Background: an optimization exercise with open tools, aiming at small area and a short achievable clock period. Do not read the settings as production practice. At most, simulation tests tie the RTL to the original design; equivalence was not proved. For run 1, only the layout was checked, not whether the RTL still works. Power and IR drop assume default switching activity.

==> flow/design.v, too long to show whole: its modules and the start of the top module <==
// module fa: 8 lines
// module fpu_mul: 1051 lines
// module add_cmp24: 254 lines
// module carry_pfx: 13 lines
module fpu_mul( input         CLK,
                input         RESET,
                input         EN,
                input  [31:0] A,
                input  [31:0] B,
                output [31:0] Z );
  // ...
==> flow/flow/run.sh <==
#!/bin/bash
# Layout flow: the standard flow (standard.sh, the ORFS make targets) with
#  - the port buffers that ORFS inserts on every input and output made with
#    sky130_fd_sc_hd__buf_1 (BUFFER_PORTS_ARGS) instead of the default choice.
# Synthesis, floorplan, placement, CTS and routing are otherwise unchanged.
# Each ORFS step writes its full log under orfs/logs/; make's own output goes
# to standard.log here.
set -euo pipefail
MARGIN=$(cat flow/margin.txt 2>/dev/null || echo 6)
BUF=$(cat flow/portbuf.txt 2>/dev/null || echo sky130_fd_sc_hd__buf_1)
sed -E "s/SETUP_SLACK_MARGIN=[0-9.+-]+/SETUP_SLACK_MARGIN=${MARGIN} 'BUFFER_PORTS_ARGS=-buffer_cell ${BUF}'/" standard.sh > standard_margin.sh
grep -q "SETUP_SLACK_MARGIN=${MARGIN} " standard_margin.sh
bash standard_margin.sh > standard.log 2>&1
==> flow/flow/margin.txt <==
6.3
==> flow/standard.sh <==
#!/bin/bash
# synth_recipe.tcl (not shown) runs the flow's synth.tcl, then flattens the netlist and writes it again
# the make line also repeats each setting of config.mk as NAME=value (left out here)
make -C /OpenROAD-flow-scripts/flow DESIGN_CONFIG=/design/flow/config.mk WORK_HOME=/design/flow/orfs CLKGATE_MAP_FILE= SYNTH_SCRIPT=/design/flow/synth_recipe.tcl "${@:-finish}"
==> flow/config.mk <==
export PLATFORM = sky130hd
export DESIGN_NAME = fpu_mul
export DESIGN_NICKNAME = fpu_mul
export VERILOG_FILES = /design/flow/design.v
export SDC_FILE = /design/flow/constraint.sdc
export NUM_CORES = 4
export LEC_CHECK = 0
export ABC_AREA = 1
export CAP_MARGIN = 20
export CORE_MARGIN = 2
export CORE_UTILIZATION = 55
export SETUP_SLACK_MARGIN = 5
export SLEW_MARGIN = 20
export SYNTH_HIERARCHICAL = 1
export TNS_END_PERCENT = 10
==> flow/constraint.sdc <==
create_clock -name core_clock -period 10.0 [get_ports {CLK}]
set_input_delay 2.0000 -clock core_clock [delete_from_list [all_inputs] [get_ports {CLK}]]
set_output_delay 2.0000 -clock core_clock [all_outputs]
set_load 0.01 [all_outputs]
==> out/qor.csv, run 1 <==
stage,metric,value,unit
floorplanning,Initial Utilization,0.557,
final_layout,Ant. Diodes,1,
synth,Synth Net Count,2683,
timing,final hold violations,0,
routing,Post-Route WL,64000,um
hold_path,hold wc startpoint,sign2,
global_route,GR Util met1,0.461,
critical_path,"Max stage delay cell, worst path",fa_1,
timing,"Slew Viols, Final",0,
critical_path,CP max FO,8,
global_route,busiest layer in global routing,met2,
routing,highest metal used,met5,
final_layout,sequential fraction of total cell area,0.172,
critical_path,CP Launch Point,one[2],
status,run status,timing/DRC/antenna clean,
critical_path,Worst path top cell family by delay,adder cells,
final_layout,fraction of area in multi-input gates,0.663,
critical_path,"Worst Path Class, Setup",register to register,
timing,setup violators final,0,
synth,Post-Synth Simple-Gate Area,0.109,
power,P_int,3.41,mW
final_layout,P&R area growth vs syn,13.3,%
synth,cell types occupying the most area after synthesis,"fa_1 (27%), dfxtp_1 (18%), xor2_1 (13%), o22ai_1 (8.7%), ha_1 (6.9%)",
synth,Netlist cell types,44,
power,Lkg Pwr,10.4,nW
timing,Worst Max-Slew Pin Slew,1.02,ns
critical_path,Buf/Inv on CP,2,
floorplanning,tapcell count,461,
power,top power group,combinational cells,
critical_path,CP Data Required Time,10.33,ns
critical_path,WP depth,9,
final_layout,layout cells sized above 1,0.150,
==> run 2: changes to the inputs <==
--- a/flow/design.v
+++ b/flow/design.v
@@ -983,42 +983,41 @@
 fa u_fa260 (.a(fc179), .b(fs218), .ci(fc217), .s(fs260), .co(fc260));
 fa u_fa261 (.a(t11[23]), .b(fs219), .ci(fc218), .s(fs261), .co(fc261));
 fa u_fa262 (.a(hs29), .b(t11[24]), .ci(fc219), .s(fs262), .co(fc262));
 assign hs32 = ~hc29;
 assign hc32 = hc29;
 wire [47:0] rowA = {fc262, fc261, fc260, fc259, fc258, fc257, fc256, fc255, fc254, fc253, fc252, fc251, fc250, fc249, fc248, fc247, fc246, fc245, fc244, fc243, fc242, fc241, fc240, fc239, fc238, fc237, fc236, fc235, fc234, fc233, fc232, fc231, fc230, fc229, fc228, fc227, fc226, fc225, fc224, fc223, fc222, fc221, fc220, hc31, hc30, hs30, t0[1], neg[0]};
 wire [47:0] rowB = {hs32, fs262, fs261, fs260, fs259, fs258, fs257, fs256, fs255, fs254, fs253, fs252, fs251, fs250, fs249, fs248, fs247, fs246, fs245, fs244, fs243, fs242, fs241, fs240, fs239, fs238, fs237, fs236, fs235, fs234, fs233, fs232, fs231, fs230, fs229, fs228, fs227, fs226, fs225, fs224, fs223, fs222, fs221, fs220, hs31, t1[0], 1'b0, t0[0]};
 wire [16:0] lowsum = {1'b0, rowA[15:0]} + {1'b0, rowB[15:0]};
-wire [9:0] e1 = {1'b0, esum_r} - 10'd127;
 wire [22:0] za, zb;
 assign za[0] = 1'b1;
 assign zb[0] = 1'b1;
 generate for (gj = 1; gj < 23; gj = gj + 1) begin : tza
   assign za[gj] = za[gj-1] & ~ma[gj-1];
 end endgenerate
 generate for (gj = 0; gj < 11; gj = gj + 1) begin : tzb
   assign zb[2*gj+1] = zb[2*gj] & ~one[gj];
   assign zb[2*gj+2] = zb[2*gj] & ~one[gj] & ~two[gj];
 end endgenerate
 wire [22:0] zpair;
 generate for (gj = 0; gj < 23; gj = gj + 1) begin : zp
   assign zpair[gj] = za[gj] & zb[22-gj];
 end endgenerate
 wire sticky1 = ~(|zpair);
 reg        zero2, sign2, cl2, st2;
-reg  [9:0] e2;
+reg  [8:0] es2;    
 reg [47:16] hA, hB;
 always_ff @(posedge CLK) begin
   if (RESET) begin
     zero2 <= 1'b1; sign2 <= 1'b0;
   end else begin
     zero2 <= zero_r; sign2 <= sign_r;
   end
-  e2 <= e1; cl2 <= lowsum[16]; st2 <= sticky1;
+  es2 <= esum_r; cl2 <= lowsum[16]; st2 <= sticky1;
   hA <= rowA[47:16]; hB <= rowB[47:16];
 end
 wire c22;    
 carry_pfx u_c22 (.a(hA[21:16]), .b(hB[21:16]), .ci(cl2), .co(c22));
 wire x22 = hA[22], y22 = hB[22];
 wire p22 = x22 ^ y22 ^ c22;
 wire c23 = (x22 & y22) | (c22 & (x22 ^ y22));
 wire [24:0] X = hA[47:23], Y = hB[47:23];
@@ -1029,17 +1028,18 @@
 wire m = (S[0] & c23) | (up & (S[0] ^ c23));
 wire [23:0] T0, T1;    
 add_cmp24 u_cmp (.a(S[24:1]), .b(C[24:1]), .s0(T0), .s1(T1));
 wire r0 = p23 ^ up;
 wire [22:0] F0 = T0[23] ? T0[22:0] : {T0[21:0], r0};
 wire [22:0] F1 = T1[23] ? T1[22:0] : {T1[21:0], r0};
 wire [22:0] f = m ? F1 : F0;
 wire r24 = m ? T1[23] : T0[23];
-wire [9:0] e2p = e2 + 10'd1;
+wire [9:0] e2 = {1'b0, es2} - 10'd127;
+wire [9:0] e2p = {1'b0, es2} - 10'd126;
 wire zero_a = e2[9] | zero2,  inf_a = (e2[9:8] == 2'b01);
 wire zero_b = e2p[9] | zero2, inf_b = (e2p[9:8] == 2'b01);
 wire ret_zero = r24 ? zero_b : zero_a;
 wire ret_inf  = r24 ? inf_b : inf_a;
 wire [7:0] en = r24 ? e2p[7:0] : e2[7:0];
 reg        zs_r;        
 reg        kz_r;        
 reg        fi_r;        
==> flow/flow/margin.txt (replaced) <==
6.2
==> flow/config.mk (replaced) <==
export PLATFORM = sky130hd
export DESIGN_NAME = fpu_mul
export DESIGN_NICKNAME = fpu_mul
export VERILOG_FILES = /design/flow/design.v
export SDC_FILE = /design/flow/constraint.sdc
export NUM_CORES = 4
export LEC_CHECK = 0
export ABC_AREA = 1
export CAP_MARGIN = 20
export CORE_MARGIN = 2
export CORE_UTILIZATION = 40
export SETUP_SLACK_MARGIN = 5
export SLEW_MARGIN = 20
export SYNTH_HIERARCHICAL = 1
export TNS_END_PERCENT = 10
==> run 2 against run 1 <==
Effect of this change: power shrank 1.5%; register-to-register slack worse by 0.07 ns; first-iteration DRC count grew 7.5%; sequential share of layout area is 0.13 points lower; critical path type unchanged; critical endpoint is now hB[35].
==> out/qor.csv, run 2 <==
stage,metric,value,unit,change
status,run status,timing/DRC/antenna clean,,
synth,adder-cell share of the synthesized area,0.339,,
synth,Syn Inst Count,2225,,
critical_path,crit path DAT,4.19,ns,
synth,"Seq/Total Area, Yosys",0.189,,
global_route,first-pass GRT wire length,99900,um,
critical_path,r2r setup slk,6.19,ns,
final_layout,Ant. Diodes,0,,-1
timing,setup violators final,0,,unchanged
routing,detailed-route via count,17300,,
timing,slew margin rel.,0.344,,
clock_network,cts hold-fix bufs,0,,
timing,"Slew Viols, Final",0,,unchanged
synth,cell types occupying the most area after synthesis,"fa_1 (27%), dfxtp_1 (18%), xor2_1 (13%), o22ai_1 (8.7%), ha_1 (6.9%)",,
power,sequential power share,0.171,,
power,Net Switching,3.38,mW,
power,Combinational Power Share,0.728,,
synth,Post-Synth Simple-Gate Area,0.109,,-0.000148
synth,mapped cell area,19600,um^2,
placement,placed cell area,20400,um^2,
job,Max-Cap Viols,0,,
hold_path,WHS Endpoint,es2[7],,
routing,DRC Markers,0,,
hold_path,worst min-delay path category,register to register,,
critical_path,R2R cell count,8,,
power,total chip power,6.71,mW,
final_layout,fin area,22400,um^2,
power,switching portion of total power,0.504,,
routing,DR WL/cell,22.6,um,
synth,Synth area leader,fa_1,,
routing,ANT nets after route,0,,
clock_network,Max Root-Sink Buffers,2,,
timing,final hold violations,0,,unchanged
final_layout,Regs by FF count,"hA (32), hB (32)",,
global_route,busiest layer in global routing,met2,,
placement,GPL Wtd Cong,0.954,,
power,Cell Pwr Density,300,nW/um^2,
final_layout,layout cells sized above 1,0.148,,-0.00263
placement,port bufs,98,,
floorplanning,# IOs,99,,
power,VDD IR max,199,uV,
floorplanning,Core Region,48600,um^2,
timing,Tmin final,3.81,ns,
hold_path,hold depth,0,,
critical_path,CP Data Required Time,10.38,ns,+0.05 ns
critical_path,CP max FO,25,,+17
routing,vias per cell,5.85,,
timing,hold_ws,0.338,ns,
synth,xor/xnor share of the synthesized area,0.136,,
timing,Total Neg Setup Slack,0,ns,
synth,Yosys top cell area share,0.269,,
synth,Netlist cell types,45,,+2.3%
timing,FMAX,262,MHz,
clock_network,total CTS buffers,17,,
floorplanning,num rows,81,,
final_layout,most frequent cells in the layout,"xor2_1 (284), o22ai_1 (262), fa_1 (256)",,
global_route,GR Util All Layers,0.262,,
floorplanning,Initial Utilization,0.404,,-0.154
synth,largest family of logic cells by synthesized area,adder cells,,
clock_network,clk sinks,181,,
clock_network,later-pin clock latency in the skew report,0.50,ns,
power,clock share of power,0.101,,
synth,most numerous cell in the Yosys netlist,xor2_1,,
timing,Worst Max-Slew Pin Slew,0.985,ns,-0.0395 ns
synth,most instantiated cells after synthesis,"xor2_1 (289), o22ai_1 (272), fa_1 (264)",,
placement,placed wire-length estimate,43700,um,
synth,share of synthesized registers carrying an async set or reset,0,,
global_route,met3 GRT Util,0.0699,,
hold_path,hold wc startpoint,esum_r[7],,
critical_path,"Worst Path Class, Setup",register to register,,
routing,DRT Pass-1 Iters,6,,
power,P_int,3.33,mW,-2.5%
synth,Synth Net Count,2665,,-0.67%
synth,Post-synth EDFFs,9,,
critical_path,Reg-to-Reg End,hB[35],,
floorplanning,die height,226,um,
critical_path,Worst Setup End Kind,register,,
clock_network,Clock Tree Root,clkbuf_16,,
global_route,largest net degree at the start of global routing,84,,
global_route,number of global-route vias before repair,17300,,
clock_network,H-tree depth,4,,
critical_path,CP Launch Type,register,,
synth,dominant synthesized flop cell,dfxtp_1,,
final_layout,"commonest non-fill, non-tap cell in the layout",xor2_1,,
routing,Post-Route WL,66900,um,+4.5%
power,Lkg Pwr,10.4,nW,-0.35%
final_layout,P&R area growth vs syn,14.1,%,
clock_network,clk slew on worst S/H paths,0.08,ns,
routing,DRC violation total after the first TritonRoute iteration,2039,,
global_route,GRT met2 Usage,0.385,,
clock_network,CTS tree,yes,,
final_layout,nets,2764,,
global_route,GR Util met1,0.344,,-0.117
global_route,total grt overflow,0,,
synth,post-synthesis compound-gate area fraction,0.152,,
synth,Syn. warnings,7,,
floorplanning,die area,50900,um^2,
floorplanning,die width,226,um,
critical_path,reg2reg start,neg[5],,
synth,syn_area_per_cell,8.82,um^2,
synth,mux share of post-synthesis cell area,0,,
timing,Clock Skews,0.0130,ns,
final_layout,post-layout util,0.460,,
global_route,initial antenna violation count,0,,
synth,synthesized flop and latch total,181,,
timing,period utilisation layout,0.381,,
timing,RSZ-0062 raised after global routing,true,,
==> run 2: layout make-up <==
type                            instances  area, um^2
Clock buffer                           18         429
Timing Repair inverter                 21         143
Timing Repair Buffer                  221        1460
Clock inverter                         14         135
Tap cell                              622         778
Multi-Input combinational cell       1661       14700
Inverter                              221         981
Sequential cell                       181        3820
Fill cell                            4654       26200
==> run 2: metrics by stage <==
step	setup slack [ns]	cells
3_5_place_dp	5.54	2814
2_1_floorplan	6.23	2225
6_report	6.19	2959
3_3_place_gp	5.55	2814
5_1_grt	6.11	2959
4_1_cts	6.08	2912
==> run 2: worst max path at each step <==
stage                 from  endpoint  depth (start not counted)
CTS                 hA[24]      km_r                         20
floorplan           one[0]       cl2                         13
global route        ma[19]    hB[21]                          9
detailed placement  hA[24]      km_r                         20
finish              neg[5]    hB[35]                          8
global placement     ma[5]       cl2                         12
==> run 2: power groups by stage <==
stage	clock network, mW	logic (mW)	registers, mW
floorplan	0	3.48	1.12
global placement	0	4.43	1.15
detailed placement	0	4.59	1.16
CTS	0.690	4.69	1.15
global route	0.720	5.55	1.18
finish	0.677	4.88	1.15
==> run 2: per-module statistics from Yosys (local to each module, per instance) <==
module     cells inside  area [um^2]
fpu_mul            1667        12700
add_cmp24           276         1670
carry_pfx            26          108
fa                    1         20.0
==> run 2: cell families after synthesis <==
logic type	Yosys count
adders and majority gates	373
and+or+nand+nor	473
AOI/OAI and AO/OA	509
DFF	181
xor gates and xnor gates	305
buffers and inverters	384
==> run 2: worst max-delay path, cell delays in order, from the launching register on <==
cell	delay (ns)
dfxtp_1	0.31
buf_4	0.46
inv_1	0.26
xor2_1	0.25
fa_1	0.49
fa_1	0.42
fa_1	0.43
fa_1	0.61
fa_1	0.44
==> run 2: routing by layer <==
layer  vias to the layer above  wire [um]  part of all wire
met5                         -         55           0.00082
met4                         2       4240             0.063
met3                       269       7850              0.12
met2                      1164      28100              0.42
met1                      8258      26600              0.40
li1                       7619          -                 -
==> run 2: repair_timing <==
action | 4_1_cts | 5_1_grt
setup endpoints to repair | 51 | 59
gates cloned | 21 | 3
setup buffers | 45 | 44
pin swaps | 3 | 15
gates resized for setup | 92 | 107
==> run 3: changes to the inputs <==
==> flow/flow/margin.txt (replaced) <==
6.3
--- a/flow/config.mk
+++ b/flow/config.mk
@@ -9,5 +9,6 @@
 export CAP_MARGIN = 20
 export CORE_MARGIN = 2
-export CORE_UTILIZATION = 40
+export CORE_UTILIZATION = 55
+export CTS_BUF_LIST = sky130_fd_sc_hd__clkbuf_8
 export SETUP_SLACK_MARGIN = 5
 export SLEW_MARGIN = 20
==> run 3 against run 2 <==
Effect of this change: worst hold slack improved by 0.0043 ns; clock power fell by 17%; critical endpoint is now cl2; setup slack gained 0.044 ns; register-to-register slack better by 0.04 ns; wire length down 4.1%; die area decreased by 27%; largest power group unchanged; via count decreased by 1.2%; core utilization increased by 16 points; still clean on timing, DRC and antenna.
==> out/qor.csv, run 3 <==
stage,metric,value,unit,change
clock_network,CTS tree,yes,,
critical_path,Setup crit end,cl2,,
floorplanning,die area,37200,um^2,-27%
synth,largest family of logic cells by synthesized area,adder cells,,
routing,DRC Markers,0,,unchanged
timing,setup violators final,0,,unchanged
routing,detailed-route via count,17100,,-1.2%
final_layout,nets,2756,,-0.29%
floorplanning,Core Region,35400,um^2,-27%
hold_path,worst min-delay path category,register to register,,
critical_path,CP Launch Type,register,,
routing,ANT nets after route,0,,unchanged
critical_path,r2r setup slk,6.23,ns,+0.04 ns
routing,DRC violation total after the first TritonRoute iteration,1819,,-11%
synth,mux share of post-synthesis cell area,0,,unchanged
synth,most instantiated cells after synthesis,"xor2_1 (289), o22ai_1 (272), fa_1 (264)",,
placement,GPL Wtd Cong,0.923,,-3.2%
critical_path,worst-path cell chain,"clkinvlp_4, buf_4, o22ai_1, xor2_1, fa_1, fa_1, fa_1, fa_1, ha_1, nand4_1, inv_1, a21oi_1, nand2_1",,
final_layout,P&R area growth vs syn,12.4,%,
placement,Cell Count Post-Placement,2652,,-5.8%
floorplanning,num rows,69,,-15%
synth,Syn Inst Count,2225,,unchanged
job,Max-Cap Viols,0,,unchanged
floorplanning,# IOs,99,,unchanged
clock_network,clk sinks,181,,unchanged
clock_network,H-tree depth,4,,unchanged
synth,post-synthesis compound-gate area fraction,0.152,,unchanged
clock_network,Clock Tree Root,clkbuf_8,,
routing,DRT Pass-1 Iters,6,,unchanged
routing,vias per cell,6.13,,+4.8%
critical_path,CP Launch Point,two[1],,
critical_path,"Worst Path Class, Setup",register to register,,
power,clock share of power,0.085,,-0.016
critical_path,Worst Setup End Kind,register,,
floorplanning,die width,193,um,-14%
global_route,total grt overflow,0,,unchanged
synth,dominant synthesized flop cell,dfxtp_1,,
power,Lkg Pwr,10.3,nW,-0.76%
power,Cell Pwr Density,299,nW/um^2,-0.18%
power,Combinational Power Share,0.743,,+0.015
synth,Post-Synth Simple-Gate Area,0.109,,unchanged
critical_path,reg2reg start,two[1],,
timing,final hold violations,0,,unchanged
synth,Syn. warnings,7,,unchanged
synth,share of synthesized registers carrying an async set or reset,0,,unchanged
placement,placed cell area,20200,um^2,-1.0%
synth,mapped cell area,19600,um^2,unchanged
final_layout,post-route insts no fill,2790,,-5.7%
critical_path,Crit path largest cell delay,0.50,ns,-0.11 ns
timing,RSZ-0062 raised after global routing,true,,
timing,period utilisation layout,0.377,,-0.00438
synth,synthesized flop and latch total,181,,unchanged
critical_path,"Max stage delay cell, worst path",fa_1,,
power,sequential power share,0.172,,about the same
critical_path,CP max FO,5,,-80%
final_layout,Regs by FF count,"hA (32), hB (32)",,
timing,"Slew Viols, Final",0,,unchanged
placement,port bufs,98,,unchanged
final_layout,Ant. Diodes,0,,unchanged
final_layout,"commonest non-fill, non-tap cell in the layout",xor2_1,,
synth,Yosys top cell area share,0.269,,unchanged
timing,Worst Max-Slew Pin Slew,1.01,ns,+0.0291 ns
synth,xor/xnor share of the synthesized area,0.136,,unchanged
synth,cell types occupying the most area after synthesis,"fa_1 (27%), dfxtp_1 (18%), xor2_1 (13%), o22ai_1 (8.7%), ha_1 (6.9%)",,
final_layout,layout cells sized above 1,0.152,,+0.00480
floorplanning,Initial Utilization,0.555,,+0.151
global_route,GR Util All Layers,0.344,,+0.0822
clock_network,total CTS buffers,17,,unchanged
clock_network,Max Root-Sink Buffers,2,,unchanged
final_layout,most frequent cells in the layout,"xor2_1 (276), o22ai_1 (260), fa_1 (252)",,
critical_path,crit path DAT,4.18,ns,about the same
synth,adder-cell share of the synthesized area,0.339,,unchanged
synth,Netlist cell types,45,,unchanged
synth,"Seq/Total Area, Yosys",0.189,,unchanged
timing,Total Neg Setup Slack,0,ns,unchanged
floorplanning,die height,193,um,-14%
power,switching portion of total power,0.512,,+0.00790
critical_path,"most used cell, CP",fa_1,,
status,run status,timing/DRC/antenna clean,,
synth,Synth area leader,fa_1,,
final_layout,fin area,22100,um^2,-1.4%
synth,Post-synth EDFFs,9,,unchanged
synth,Synth Net Count,2665,,unchanged
routing,Post-Route WL,64200,um,-4.1%
power,P_int,3.22,mW,-3.2%
global_route,initial antenna violation count,0,,unchanged
synth,most numerous cell in the Yosys netlist,xor2_1,,
routing,DR WL/cell,23.0,um,+1.7%
clock_network,clk slew on worst S/H paths,0.11,ns,+0.03 ns
power,Net Switching,3.38,mW,about the same
timing,FMAX,265,MHz,+1.2%
critical_path,Reg-to-Reg End,cl2,,
global_route,number of global-route vias before repair,16400,,-4.7%
timing,slew margin rel.,0.323,,-0.0202
timing,Clock Skews,0.0242,ns,+0.0112 ns
synth,syn_area_per_cell,8.82,um^2,unchanged
placement,placed wire-length estimate,42500,um,-2.8%
clock_network,later-pin clock latency in the skew report,0.52,ns,+0.02 ns
clock_network,cts hold-fix bufs,0,,unchanged
critical_path,R2R cell count,13,,+5
power,VDD IR max,281,uV,+41%
global_route,first-pass GRT wire length,95800,um,-4.1%
timing,Tmin final,3.77,ns,-0.0438 ns
global_route,largest net degree at the start of global routing,82,,-2.4%
critical_path,CP Data Required Time,10.41,ns,+0.03 ns
==> run 3: worst min-delay path by stage <==
stage	start	to	slack, ns	depth (start not counted)
2_1_floorplan	esum_r[0]	es2[0]	0.32	0
3_3_place_gp	esum_r[0]	es2[0]	0.32	0
3_5_place_dp	esum_r[7]	es2[7]	0.33	0
4_1_cts	esum_r[7]	es2[7]	0.34	0
5_1_grt	esum_r[0]	es2[0]	0.35	0
6_report	esum_r[7]	es2[7]	0.34	0
==> run 3: layout make-up <==
| class | instances | area [um^2] |
|---|---|---|
| tap | 461 | 577 |
| timing repair buffer | 211 | 1360 |
| sequential | 181 | 3840 |
| fill | 3097 | 13300 |
| multi-input combinational | 1661 | 14700 |
| timing repair inverter | 23 | 150 |
| inverter | 221 | 993 |
| clock buffer | 19 | 262 |
| clock inverter | 13 | 180 |
==> run 3: power by group through the flow <==
stage	logic, mW	clock network (mW)	registers [mW]
after global routing	5.58	0.595	1.16
after detailed placement	4.62	0	1.15
after global placement	4.51	0	1.14
after CTS	4.74	0.570	1.14
after floorplan	3.48	0	1.12
final	4.91	0.560	1.13
==> run 3: metrics by stage <==
stage	worst slack [ns]	hold slack (ns)	utilization	power [mW]
final	6.23	0.342	0.624	6.60
after global routing	6.15	0.348	0.624	7.34
after CTS	6.09	0.344	0.603	6.45
after detailed placement	5.45	0.327	0.570	5.76
after global placement	5.58	0.325	0.570	5.65
after floorplan	6.30	0.323	-	4.60
==> run 3: metal layers <==
| layer | share of wire | routed length [um] | track usage | vias up |
|---|---|---|---|---|
| li1 | - | - | - | 7589 |
| met1 | 0.41 | 26400 | 0.476 | 8141 |
| met2 | 0.42 | 26700 | 0.501 | 1113 |
| met3 | 0.11 | 7090 | 0.0760 | 265 |
| met4 | 0.061 | 3900 | 0.190 | 2 |
| met5 | 0.00065 | 42 | 0 | - |
==> run 3: kinds of logic after synthesis <==
logic type                 count (synthesis)
AOI/OAI and AO/OA                        509
xor gates and xnor gates                 305
DFF                                      181
adders and majority gates                373
and+or+nand+nor                          473
buffers and inverters                    384
==> run 3: per-module statistics from Yosys (local to each module, per instance) <==
module	flops+latches	times used
carry_pfx	0	1
add_cmp24	0	1
fa	0	256
fpu_mul	181	1
==> run 3: timing repair <==
item,in CTS,in global routing
pin swaps,3,21
resized for setup,108,119
setup buffers,49,33
endpoints found under the setup margin,81,51
gates cloned,19,5
==> run 3: worst max-delay path, delay by kind of cell, from the launching register on <==
kind	cells	cell delay, ns
fa+ha+maj	5	2.12
flops	1	0.39
buf+inv	3	0.35
compound gates	2	0.31
xor+xnor	1	0.26
simple gates	2	0.21
==> run 4: changes to the inputs <==
--- a/flow/config.mk
+++ b/flow/config.mk
@@ -10,5 +10,5 @@
 export CORE_MARGIN = 2
 export CORE_UTILIZATION = 55
-export CTS_BUF_LIST = sky130_fd_sc_hd__clkbuf_8
+export PLACE_DENSITY = 0.88
 export SETUP_SLACK_MARGIN = 5
 export SLEW_MARGIN = 20
==> run 4 against run 3 <==
Effect of this change: fmax fell by 3.3%; critical path depth fell by 3; synthesized cell count did not move; clock power rose by 29%; non-clock buffer count rose by 24.
==> out/qor.csv, run 4 <==
stage,metric,value,unit,change
timing,"Slew Viols, Final",0,,unchanged
timing,Total Neg Setup Slack,0,ns,unchanged
synth,most instantiated cells after synthesis,"xor2_1 (289), o22ai_1 (272), fa_1 (264)",,
floorplanning,Core Region,35400,um^2,unchanged
synth,share of synthesized registers carrying an async set or reset,0,,unchanged
clock_network,clk sinks,181,,unchanged
timing,slew margin rel.,0.277,,-0.0467
clock_network,Clock Tree Root,clkbuf_16,,
routing,ANT nets after route,0,,unchanged
timing,setup violators final,0,,unchanged
synth,"Seq/Total Area, Yosys",0.189,,unchanged
routing,DRC violation total after the first TritonRoute iteration,3267,,+80%
global_route,initial antenna violation count,4,,+4
floorplanning,die area,37200,um^2,unchanged
global_route,number of global-route vias before repair,18500,,+13%
placement,placed wire-length estimate,43000,um,+1.1%
routing,detailed-route via count,18600,,+8.9%
final_layout,P&R area growth vs syn,15.3,%,
critical_path,CP Data Required Time,10.35,ns,-0.06 ns
routing,Post-Route WL,69800,um,+8.8%
critical_path,R2R cell count,10,,-3
final_layout,post-route insts no fill,2815,,+0.90%
floorplanning,num rows,69,,unchanged
final_layout,fill count,2603,,-16%
routing,vias per cell,6.62,,+8.0%
critical_path,Worst Setup End Kind,register,,
placement,port bufs,98,,unchanged
critical_path,reg2reg start,two[4],,
critical_path,Reg-to-Reg End,hB[29],,
critical_path,crit path DAT,4.24,ns,+0.06 ns
synth,mapped cell area,19600,um^2,unchanged
synth,Syn Inst Count,2225,,unchanged
synth,dominant synthesized flop cell,dfxtp_1,,
hold_path,hold wc startpoint,esum_r[7],,
timing,final hold violations,0,,unchanged
global_route,first-pass GRT wire length,104000,um,+8.6%
clock_network,H-tree depth,4,,unchanged
final_layout,most frequent cells in the layout,"xor2_1 (277), o22ai_1 (252), fa_1 (243)",,
final_layout,"commonest non-fill, non-tap cell in the layout",xor2_1,,
final_layout,nets,2780,,+0.87%
global_route,total grt overflow,0,,unchanged
hold_path,worst min-delay path category,register to register,,
clock_network,clk slew on worst S/H paths,0.08,ns,-0.03 ns
synth,Post-synth EDFFs,9,,unchanged
floorplanning,die width,193,um,unchanged
final_layout,register area,3830,um^2,-0.13%
routing,DR WL/cell,24.8,um,+7.8%
critical_path,CP Launch Type,register,,
critical_path,r2r setup slk,6.10,ns,-0.13 ns
final_layout,layout cells sized above 1,0.168,,+0.0154
floorplanning,Initial Utilization,0.555,,unchanged
timing,RSZ-0062 raised after global routing,true,,
clock_network,CTS tree,yes,,
hold_path,hold depth,0,,unchanged
synth,most numerous cell in the Yosys netlist,xor2_1,,
final_layout,area of the multi-input gates,14800,um^2,+0.67%
placement,Cell Count Post-Placement,2647,,-0.19%
timing,Tmin final,3.90,ns,+0.129 ns
critical_path,"Worst Path Class, Setup",register to register,,
synth,Synth area leader,fa_1,,
global_route,largest net degree at the start of global routing,81,,-1.2%
power,Lkg Pwr,10.5,nW,+2.0%
routing,DRT Pass-1 Iters,13,,+7
synth,cell types occupying the most area after synthesis,"fa_1 (27%), dfxtp_1 (18%), xor2_1 (13%), o22ai_1 (8.7%), ha_1 (6.9%)",,
global_route,GR Util All Layers,0.372,,+0.0285
floorplanning,# IOs,99,,unchanged
synth,syn_area_per_cell,8.82,um^2,unchanged
clock_network,cts hold-fix bufs,0,,unchanged
synth,synthesized flop and latch total,181,,unchanged
timing,FMAX,257,MHz,-3.3%
status,run status,timing/DRC/antenna clean,,
power,Cell Pwr Density,304,nW/um^2,+1.8%
placement,GPL Wtd Cong,1.03,,+11%
clock_network,total CTS buffers,17,,unchanged
floorplanning,die height,193,um,unchanged
timing,Worst Max-Slew Pin Slew,1.08,ns,+0.0699 ns
synth,Syn. warnings,7,,unchanged
clock_network,later-pin clock latency in the skew report,0.48,ns,-0.04 ns
synth,Synth Net Count,2665,,unchanged
power,VDD IR max,222,uV,-21%
final_layout,Regs by FF count,"hA (32), hB (32)",,
placement,placed cell area,20100,um^2,-0.19%
timing,period utilisation layout,0.390,,+0.0129
critical_path,CP max FO,8,,+3
job,Max-Cap Viols,0,,unchanged
routing,DRC Markers,0,,unchanged
timing,Clock Skews,0.0250,ns,+0.000862 ns
synth,Yosys top cell area share,0.269,,unchanged
hold_path,WHS Endpoint,es2[7],,
synth,Netlist cell types,45,,unchanged
final_layout,fin area,22600,um^2,+2.5%
clock_network,Max Root-Sink Buffers,2,,unchanged
[run 4: routing by layer]
metal	up-vias	global-route usage	wire length, um
met5	-	0	97
met4	8	0.259	6160
met3	548	0.149	10600
met2	1764	0.555	29600
met1	8676	0.440	23400
li1	7640	-	-
[run 4: worst max-delay path, stage by stage, from the launching register on]
cell and delay (ns):
dfxtp_4 0.40, clkinvlp_4 0.22, buf_4 0.23, buf_8 0.14
o22ai_2 0.18, xor2_1 0.26, fa_1 0.49, fa_1 0.46
fa_1 0.44, fa_1 0.52, fa_1 0.43
[run 4: stage by stage]
step	setup WS, ns	utilization	total power, mW	hold slack (ns)
after floorplan	6.30	-	4.60	0.323
after global placement	5.59	0.569	5.45	0.325
after detailed placement	5.53	0.569	5.76	0.327
after CTS	6.28	0.616	6.64	0.346
after global routing	6.01	0.639	7.49	0.357
final	6.10	0.639	6.89	0.346
[run 4: how the worst max path moves through the flow]
stage,from,depth (start not counted),to
2_1_floorplan,ma[7],13,cl2
3_3_place_gp,ma[5],12,cl2
3_5_place_dp,ma[5],12,cl2
4_1_cts,one[6],13,cl2
5_1_grt,two[4],14,cl2
6_report,two[4],10,hB[29]
[run 4: modules after synthesis, one instance, submodules excluded]
| module | cells inside | copies in the design | cell area (um^2) | flip-flops and latches |
|---|---|---|---|---|
| carry_pfx | 26 | 1 | 108 | 0 |
| add_cmp24 | 276 | 1 | 1670 | 0 |
| fa | 1 | 256 | 20.0 | 0 |
| fpu_mul | 1667 | 1 | 12700 | 181 |
[run 4: repair_timing]
action                                  CTS  global route
endpoints found under the setup margin   55            72
pin swaps                                 9            28
gates cloned                             24             0
resized for setup                       155            88
buffers inserted                         63            48
[run 4: kinds of logic after synthesis]
group / count (synthesis) / share of synthesized area
buf+inv: 384 / 0.0752
compound gates: 509 / 0.152
fa+ha+maj: 373 / 0.339
flops: 181 / 0.189
xor+xnor: 305 / 0.136
simple gates: 473 / 0.109
[run 4: area by class of cell]
cell class,count,share of cell area
timing repair inverter,23,0.00663
timing repair buffer,235,0.0728
multi-input combinational,1661,0.655
antenna,1,0.000111
inverter,221,0.0435
sequential,181,0.169
clock buffer,17,0.0188
tap,461,0.0255
clock inverter,15,0.00885
[run 4: report_power, final]
part           internal [mW]  switching (mW)
registers               1.04           0.116
clock network          0.365           0.357
logic                   1.99            3.03
==> run 5: changes to the inputs <==
--- a/flow/config.mk
+++ b/flow/config.mk
@@ -10,5 +10,4 @@
 export CORE_MARGIN = 2
 export CORE_UTILIZATION = 55
-export PLACE_DENSITY = 0.88
 export SETUP_SLACK_MARGIN = 5
 export SLEW_MARGIN = 20
==> run 5 against run 4 <==
Effect of this change: final cell count shrank 0.57%; via count shrank 8.1%; clock-buffer cell count grew 2; area after synthesis is the same; sequential share of layout area grew 0.23 points; non-clock buffer count shrank 16; worst hold slack lost 0.0063 ns; largest power group unchanged.
==> out/qor.csv, run 5 <==
stage,metric,value,unit,change
global_route,GR Util All Layers,0.347,,-0.0253
clock_network,CTS tree,yes,,
clock_network,cts hold-fix bufs,0,,unchanged
synth,syn_area_per_cell,8.82,um^2,unchanged
final_layout,nets,2764,,-0.58%
critical_path,r2r setup slk,6.25,ns,+0.15 ns
routing,ANT nets after route,0,,unchanged
synth,cell types occupying the most area after synthesis,"fa_1 (27%), dfxtp_1 (18%), xor2_1 (13%), o22ai_1 (8.7%), ha_1 (6.9%)",,
synth,Synth area leader,fa_1,,
placement,placed wire-length estimate,42500,um,-1.1%
job,Max-Cap Viols,0,,unchanged
final_layout,most frequent cells in the layout,"xor2_1 (280), o22ai_1 (260), fa_1 (253)",,
clock_network,clk sinks,181,,unchanged
placement,placed cell area,20200,um^2,+0.19%
synth,synthesized flop and latch total,181,,unchanged
synth,Syn Inst Count,2225,,unchanged
timing,Clock Skews,0.0168,ns,-0.00821 ns
routing,DRC violation total after the first TritonRoute iteration,2093,,-36%
critical_path,reg2reg start,neg[7],,
timing,RSZ-0062 raised after global routing,true,,
synth,mapped cell area,19600,um^2,unchanged
hold_path,hold wc startpoint,esum_r[7],,
clock_network,Max Root-Sink Buffers,2,,unchanged
global_route,total grt overflow,0,,unchanged
critical_path,CP Launch Type,register,,
routing,DR WL/cell,23.0,um,-7.3%
timing,FMAX,267,MHz,+3.9%
hold_path,worst min-delay path category,register to register,,
synth,most instantiated cells after synthesis,"xor2_1 (289), o22ai_1 (272), fa_1 (264)",,
floorplanning,die height,193,um,unchanged
routing,DRC Markers,0,,unchanged
timing,Total Neg Setup Slack,0,ns,unchanged
power,Cell Pwr Density,304,nW/um^2,-0.12%
synth,Synth Net Count,2665,,unchanged
critical_path,"Worst Path Class, Setup",register to register,,
placement,port bufs,98,,unchanged
hold_path,hold depth,0,,unchanged
placement,GPL Wtd Cong,0.923,,-10%
synth,dominant synthesized flop cell,dfxtp_1,,
synth,Post-synth EDFFs,9,,unchanged
timing,slew margin rel.,0.339,,+0.0619
synth,Netlist cell types,45,,unchanged
hold_path,WHS Endpoint,es2[7],,
critical_path,Worst Setup End Kind,register,,
synth,adder-cell share of the synthesized area,0.339,,unchanged
final_layout,layout cells sized above 1,0.154,,-0.0143
floorplanning,Initial Utilization,0.555,,unchanged
floorplanning,num rows,69,,unchanged
routing,vias per cell,6.12,,-7.6%
clock_network,clk slew on worst S/H paths,0.08,ns,about the same
timing,"Slew Viols, Final",0,,unchanged
power,Lkg Pwr,10.4,nW,-0.85%
final_layout,post-layout util,0.630,,-0.00958
global_route,largest net degree at the start of global routing,82,,+1.2%
clock_network,later-pin clock latency in the skew report,0.46,ns,-0.02 ns
global_route,initial antenna violation count,1,,-3
synth,Post-Synth Simple-Gate Area,0.109,,unchanged
synth,Yosys top cell area share,0.269,,unchanged
final_layout,Regs by FF count,"hA (32), hB (32)",,
synth,Syn. warnings,7,,unchanged
critical_path,R2R cell count,11,,+1
routing,Post-Route WL,64400,um,-7.8%
power,VDD IR max,266,uV,+20%
floorplanning,die area,37200,um^2,unchanged
floorplanning,Core Region,35400,um^2,unchanged
global_route,first-pass GRT wire length,96600,um,-7.2%
clock_network,total CTS buffers,17,,unchanged
timing,Worst Max-Slew Pin Slew,0.991,ns,-0.0927 ns
clock_network,Clock Tree Root,clkbuf_16,,
synth,share of synthesized registers carrying an async set or reset,0,,unchanged
global_route,number of global-route vias before repair,16400,,-11%
floorplanning,die width,193,um,unchanged
routing,detailed-route via count,17100,,-8.1%
timing,period utilisation layout,0.375,,-0.0148
synth,post-synthesis compound-gate area fraction,0.152,,unchanged
timing,setup violators final,0,,unchanged
final_layout,"commonest non-fill, non-tap cell in the layout",xor2_1,,
synth,largest family of logic cells by synthesized area,adder cells,,
critical_path,CP max FO,25,,+17
synth,"Seq/Total Area, Yosys",0.189,,unchanged
clock_network,H-tree depth,4,,unchanged
critical_path,CP Data Required Time,10.36,ns,about the same
final_layout,fin area,22300,um^2,-1.5%
final_layout,P&R area growth vs syn,13.5,%,
critical_path,crit path DAT,4.10,ns,-0.14 ns
synth,xor/xnor share of the synthesized area,0.136,,unchanged
routing,DRT Pass-1 Iters,7,,-6
timing,Tmin final,3.75,ns,-0.148 ns
synth,most numerous cell in the Yosys netlist,xor2_1,,
status,run status,timing/DRC/antenna clean,,
critical_path,Reg-to-Reg End,cl2,,
floorplanning,# IOs,99,,unchanged
timing,final hold violations,0,,unchanged
synth,mux share of post-synthesis cell area,0,,unchanged
[run 5: cell counts after synthesis]
No cell type changed its count.
[run 5: Yosys stat by module (local to each module, per instance)]
module | cells | flops+latches
carry_pfx | 26 | 0
add_cmp24 | 276 | 0
fpu_mul | 1667 | 181
fa | 1 | 0
[run 5: stage by stage]
step | worst slack (ns) | hold slack (ns) | std cells | power, mW
2_1_floorplan | 6.30 | 0.323 | 2225 | 4.60
3_3_place_gp | 5.58 | 0.325 | 2652 | 5.65
3_5_place_dp | 5.45 | 0.327 | 2652 | 5.76
4_1_cts | 6.14 | 0.339 | 2753 | 6.63
5_1_grt | 6.15 | 0.342 | 2799 | 7.51
6_report | 6.25 | 0.340 | 2799 | 6.78
[run 5: layout make-up]
| type | instances | area (um^2) |
|---|---|---|
| sequential | 181 | 3820 |
| fill | 3072 | 13100 |
| multi-input combinational | 1661 | 14700 |
| antenna | 1 | 2.50 |
| timing repair buffer | 219 | 1410 |
| tap | 461 | 577 |
| inverter | 221 | 991 |
| clock buffer | 19 | 453 |
| clock inverter | 13 | 180 |
| timing repair inverter | 23 | 153 |
[run 5: worst max-delay path by stage]
stage,slack [ns],end,start,cells past startpoint
2_1_floorplan,6.30,cl2,ma[7],13
3_3_place_gp,5.58,cl2,ma[10],12
3_5_place_dp,5.45,cl2,ma[10],12
4_1_cts,6.14,cl2,ma[5],12
5_1_grt,6.15,cl2,neg[7],11
6_report,6.25,cl2,neg[7],11
[run 5: where the power goes]
part           switching (mW)  internal [mW]
logic                    2.95           1.96
registers              0.0971           1.04
clock network           0.353          0.375
[run 5: what timing repair did]
item / in CTS / in global routing
gates cloned: 21 / 3
endpoints found under the setup margin: 81 / 48
setup buffers: 48 / 42
gates resized for setup: 111 / 107
pin swaps: 3 / 18
[run 5: worst max-delay path: stages (launching register included)]
cell     delay [ns]
dfxtp_1        0.31
buf_4          0.43
inv_1          0.27
xor2_2         0.45
fa_1           0.50
fa_2           0.56
fa_1           0.42
ha_1           0.30
nand4_1        0.12
inv_1          0.05
a21oi_1        0.14
nand2_1        0.07
[run 5: logic make-up after synthesis]
logic type,count (synthesis)
buffers and inverters,384
and+or+nand+nor,473
DFF,181
AOI/OAI and AO/OA,509
adders and majority gates,373
xor gates and xnor gates,305
[run 5: layer usage]
metal	global-route usage	wire [um]	vias to the layer above
met2	0.508	26800	1125
li1	-	-	7603
met5	0	0	-
met4	0.193	4170	0
met3	0.0773	7240	286
met1	0.477	26200	8116
==> run 6: changes to the inputs <==
--- a/flow/config.mk
+++ b/flow/config.mk
@@ -10,4 +10,5 @@
 export CORE_MARGIN = 2
 export CORE_UTILIZATION = 55
+export PLACE_DENSITY = 0.75
 export SETUP_SLACK_MARGIN = 5
 export SLEW_MARGIN = 20
==> run 6 against run 5 <==
Effect of this change: register-to-register slack lost 0.05 ns; global-route usage grew 0.76 points; core utilization shrank 0.074 points; still clean on timing, DRC and antenna; highest routed layer unchanged; synthesized cell count is the same; largest cell class unchanged.
==> out/qor.csv, run 6 <==
stage,metric,value,unit,change
final_layout,nets,2755,,-0.33%
floorplanning,die area,37200,um^2,unchanged
critical_path,Crit path largest cell delay,0.52,ns,-0.04 ns
floorplanning,# IOs,99,,unchanged
critical_path,Setup crit end,hB[28],,
timing,final hold violations,0,,unchanged
power,Cell Pwr Density,309,nW/um^2,+1.7%
synth,most numerous cell in the Yosys netlist,xor2_1,,
critical_path,Worst Setup End Kind,register,,
final_layout,Regs by FF count,"hA (32), hB (32)",,
final_layout,most frequent cells in the layout,"xor2_1 (287), o22ai_1 (262), fa_1 (250)",,
power,VDD IR max,292,uV,+9.7%
clock_network,total CTS buffers,17,,unchanged
global_route,total grt overflow,0,,unchanged
synth,synthesized flop and latch total,181,,unchanged
critical_path,reg2reg start,neg[2],,
clock_network,clk slew on worst S/H paths,0.08,ns,about the same
critical_path,CP Data Required Time,10.35,ns,about the same
power,Net Switching,3.44,mW,+1.2%
critical_path,Reg-to-Reg End,hB[28],,
timing,hold_ws,0.345,ns,+0.00507 ns
synth,cell types occupying the most area after synthesis,"fa_1 (27%), dfxtp_1 (18%), xor2_1 (13%), o22ai_1 (8.7%), ha_1 (6.9%)",,
synth,Post-synth EDFFs,9,,unchanged
critical_path,Buf/Inv on CP,2,,-1
status,run status,timing/DRC/antenna clean,,
routing,highest metal used,met4,,
synth,syn_area_per_cell,8.82,um^2,unchanged
clock_network,CTS tree,yes,,
synth,share of synthesized registers carrying an async set or reset,0,,unchanged
final_layout,P&R area growth vs syn,13.4,%,
placement,Cell Count Post-Placement,2651,,-0.038%
routing,DRC violation total after the first TritonRoute iteration,2394,,+14%
timing,Total Neg Setup Slack,0,ns,unchanged
floorplanning,Initial Utilization,0.555,,unchanged
synth,Netlist cell types,45,,unchanged
power,switching portion of total power,0.500,,-0.00203
critical_path,"Max stage delay cell, worst path",fa_1,,
synth,Synth area leader,fa_1,,
timing,"Slew Viols, Final",0,,unchanged
routing,ANT nets after route,0,,unchanged
timing,period utilisation layout,0.380,,+0.00519
final_layout,Ant. Diodes,0,,-1
critical_path,R2R cell count,8,,-3
clock_network,H-tree depth,4,,unchanged
power,clock share of power,0.100,,-0.007
floorplanning,Core Region,35400,um^2,unchanged
placement,port bufs,98,,unchanged
critical_path,"most used cell, CP",fa_1,,
critical_path,"Worst Path Class, Setup",register to register,,
critical_path,r2r setup slk,6.20,ns,-0.05 ns
routing,Metal-1 WL,24300,um,-7.3%
routing,DRT Pass-1 Iters,8,,+1
synth,Yosys top cell area share,0.269,,unchanged
clock_network,later-pin clock latency in the skew report,0.48,ns,+0.02 ns
floorplanning,num rows,69,,unchanged
global_route,number of global-route vias before repair,17700,,+7.8%
synth,most instantiated cells after synthesis,"xor2_1 (289), o22ai_1 (272), fa_1 (264)",,
critical_path,CP max FO,25,,unchanged
timing,FMAX,263,MHz,-1.4%
critical_path,CP Launch Point,neg[2],,
timing,RSZ-0062 raised after global routing,true,,
timing,Worst Max-Slew Pin Slew,1.10,ns,+0.110 ns
power,P_int,3.44,mW,+2.0%
global_route,initial antenna violation count,0,,-1
routing,met2 WL,27700,um,+3.4%
placement,placed wire-length estimate,42100,um,-0.94%
floorplanning,die width,193,um,unchanged
timing,slew margin rel.,0.265,,-0.0736
synth,Syn Inst Count,2225,,unchanged
final_layout,"commonest non-fill, non-tap cell in the layout",xor2_1,,
synth,dominant synthesized flop cell,dfxtp_1,,
timing,Tmin final,3.80,ns,+0.0519 ns
placement,GPL Wtd Cong,0.977,,+5.9%
floorplanning,die height,193,um,unchanged
critical_path,CP Launch Type,register,,
routing,DR WL/cell,23.3,um,+1.2%
hold_path,worst min-delay path category,register to register,,
synth,"Seq/Total Area, Yosys",0.189,,unchanged
clock_network,Max Root-Sink Buffers,2,,unchanged
routing,Post-Route WL,64900,um,+0.79%
clock_network,Clock Tree Root,clkbuf_16,,
routing,DRC Markers,0,,unchanged
job,Max-Cap Viols,0,,unchanged
synth,Syn. warnings,7,,unchanged
global_route,first-pass GRT wire length,99300,um,+2.8%
routing,met3 WL post-DR,8270,um,+14%
critical_path,WP depth,8,,-3
routing,vias per cell,6.35,,+3.7%
synth,mapped cell area,19600,um^2,unchanged
critical_path,Worst path top cell family by delay,adder cells,,
timing,setup violators final,0,,unchanged
clock_network,clk sinks,181,,unchanged
clock_network,cts hold-fix bufs,0,,unchanged
power,Combinational Power Share,0.734,,+0.009
timing,Clock Skews,0.0196,ns,+0.00278 ns
global_route,GR Util All Layers,0.355,,+0.00764
critical_path,crit path DAT,4.15,ns,+0.05 ns
synth,Synth Net Count,2665,,unchanged
power,Lkg Pwr,10.4,nW,about the same
global_route,largest net degree at the start of global routing,84,,+2.4%
power,sequential power share,0.166,,about the same
final_layout,fill count,2969,,-3.4%
final_layout,layout cells sized above 1,0.148,,-0.00585
critical_path,worst-path cell chain,"buf_6, inv_1, xor2_1, fa_1, fa_1, fa_1, fa_1, fa_1",,
final_layout,post-route insts no fill,2789,,-0.36%
routing,detailed-route via count,17700,,+3.3%
-- run 6: cell counts after synthesis --
Identical to the previous run, type by type.
-- run 6: area by class of cell --
type / instances / area, um^2 / share of cell area
multi-input cells: 1661 / 14700 / 0.659
flip-flops and latches: 181 / 3820 / 0.172
repair buffers: 212 / 1480 / 0.0664
inverters: 221 / 977 / 0.0439
well taps: 461 / 577 / 0.0259
clock buffers: 17 / 425 / 0.0191
clock inverters: 15 / 170 / 0.00764
repair inverters: 21 / 145 / 0.00652
-- run 6: worst min-delay path by stage --
stage	startpoint	to	slack, ns	cells past startpoint
after floorplan	esum_r[0]	es2[0]	0.32	0
after global placement	esum_r[0]	es2[0]	0.32	0
after detailed placement	esum_r[1]	es2[1]	0.33	0
after CTS	esum_r[1]	es2[1]	0.35	0
after global routing	esum_r[1]	es2[1]	0.35	0
final	esum_r[7]	es2[7]	0.34	0
-- run 6: worst register-to-register path, delay by kind of cell, from the launching register on --
family | cells | cell delay (ns)
DFF | 1 | 0.33
adders and majority gates | 5 | 2.36
xor gates and xnor gates | 1 | 0.45
buffers and inverters | 2 | 0.55
-- run 6: Yosys stat by module (local to each module, per instance) --
module | area (um^2) | cells | flip-flops and latches
carry_pfx | 108 | 26 | 0
add_cmp24 | 1670 | 276 | 0
fa | 20.0 | 1 | 0
fpu_mul | 12700 | 1667 | 181
-- run 6: logic make-up (layout without fill, tap and decap cells) --
logic type                 after synthesis  after routing  share of synthesized area
AOI/OAI and AO/OA                      509            509                      0.152
adders and majority gates              373            373                      0.339
and+or+nand+nor                        473            474                      0.109
DFF                                    181            181                      0.189
xor gates and xnor gates               305            305                      0.136
buffers and inverters                  384            486                     0.0752
-- run 6: what timing repair did --
action                                  4_1_cts  5_1_grt
setup buffers                                53       29
gates cloned                                 20        4
endpoints found under the setup margin       56       83
pin swaps                                     2       22
resized for setup                           121       92
-- run 6: through the flow --
step / setup WS (ns) / instance area, um^2 / total power [mW] / utilization
global route: 6.15 / 22300 / 7.59 / 0.629
detailed placement: 5.57 / 20200 / 5.73 / 0.570
CTS: 6.25 / 21700 / 6.58 / 0.612
finish: 6.20 / 22300 / 6.89 / 0.629
global placement: 5.61 / 20200 / 5.52 / 0.570
floorplan: 6.30 / 19600 / 4.60 / -
-- run 6: metal layers --
layer | global-route usage | up-vias
li1 | - | 7602
met1 | 0.445 | 8343
met2 | 0.531 | 1381
met3 | 0.114 | 374
met4 | 0.223 | 0
met5 | 0 | -
-- run 6: power groups by stage --
stage,logic [mW],clock network (mW),registers (mW)
3_5_place_dp,4.58,0,1.15
3_3_place_gp,4.38,0,1.15
5_1_grt,5.70,0.726,1.16
4_1_cts,4.73,0.701,1.14
2_1_floorplan,3.48,0,1.12
6_report,5.05,0.689,1.14

[port drivers added, routing unchanged]
How much do the figures lean on ideal ports? The routed layouts below were timed once more, with nothing changed but the port constraints.
Step 1 assumes that a clkbuf_16 drives the clock port and a buf_2 every other input.
Step 2, shift: input delay + t, output delay - t, t = (earliest + latest rising clock arrival at the registers) / 2. This alone moves slack from input paths to output paths.
a / b / c = no drivers / after step 1 / after step 2; a / b = the first two.
run | t (ns) | setup slack, ns | latest minus earliest clock arrival (ns)
run 1 | 0.516 | 6.256 / 6.227 / 6.083 | 0.019 / 0.019
run 2 | 0.552 | 6.189 / 6.189 / 6.026 | 0.013 / 0.013
run 3 | 0.560 | 6.233 / 6.233 / 6.233 | 0.024 / 0.024
run 4 | 0.520 | 6.104 / 6.104 / 5.804 | 0.025 / 0.025
run 5 | 0.512 | 6.251 / 6.251 / 6.251 | 0.017 / 0.017
run 6 | 0.522 | 6.200 / 6.200 / 6.082 | 0.019 / 0.020
After both steps setup and hold are still met in every run listed. For run 4, which loses most, drivers alone change the setup slack by 0.000 ns; drivers and shift together by -0.300 ns.
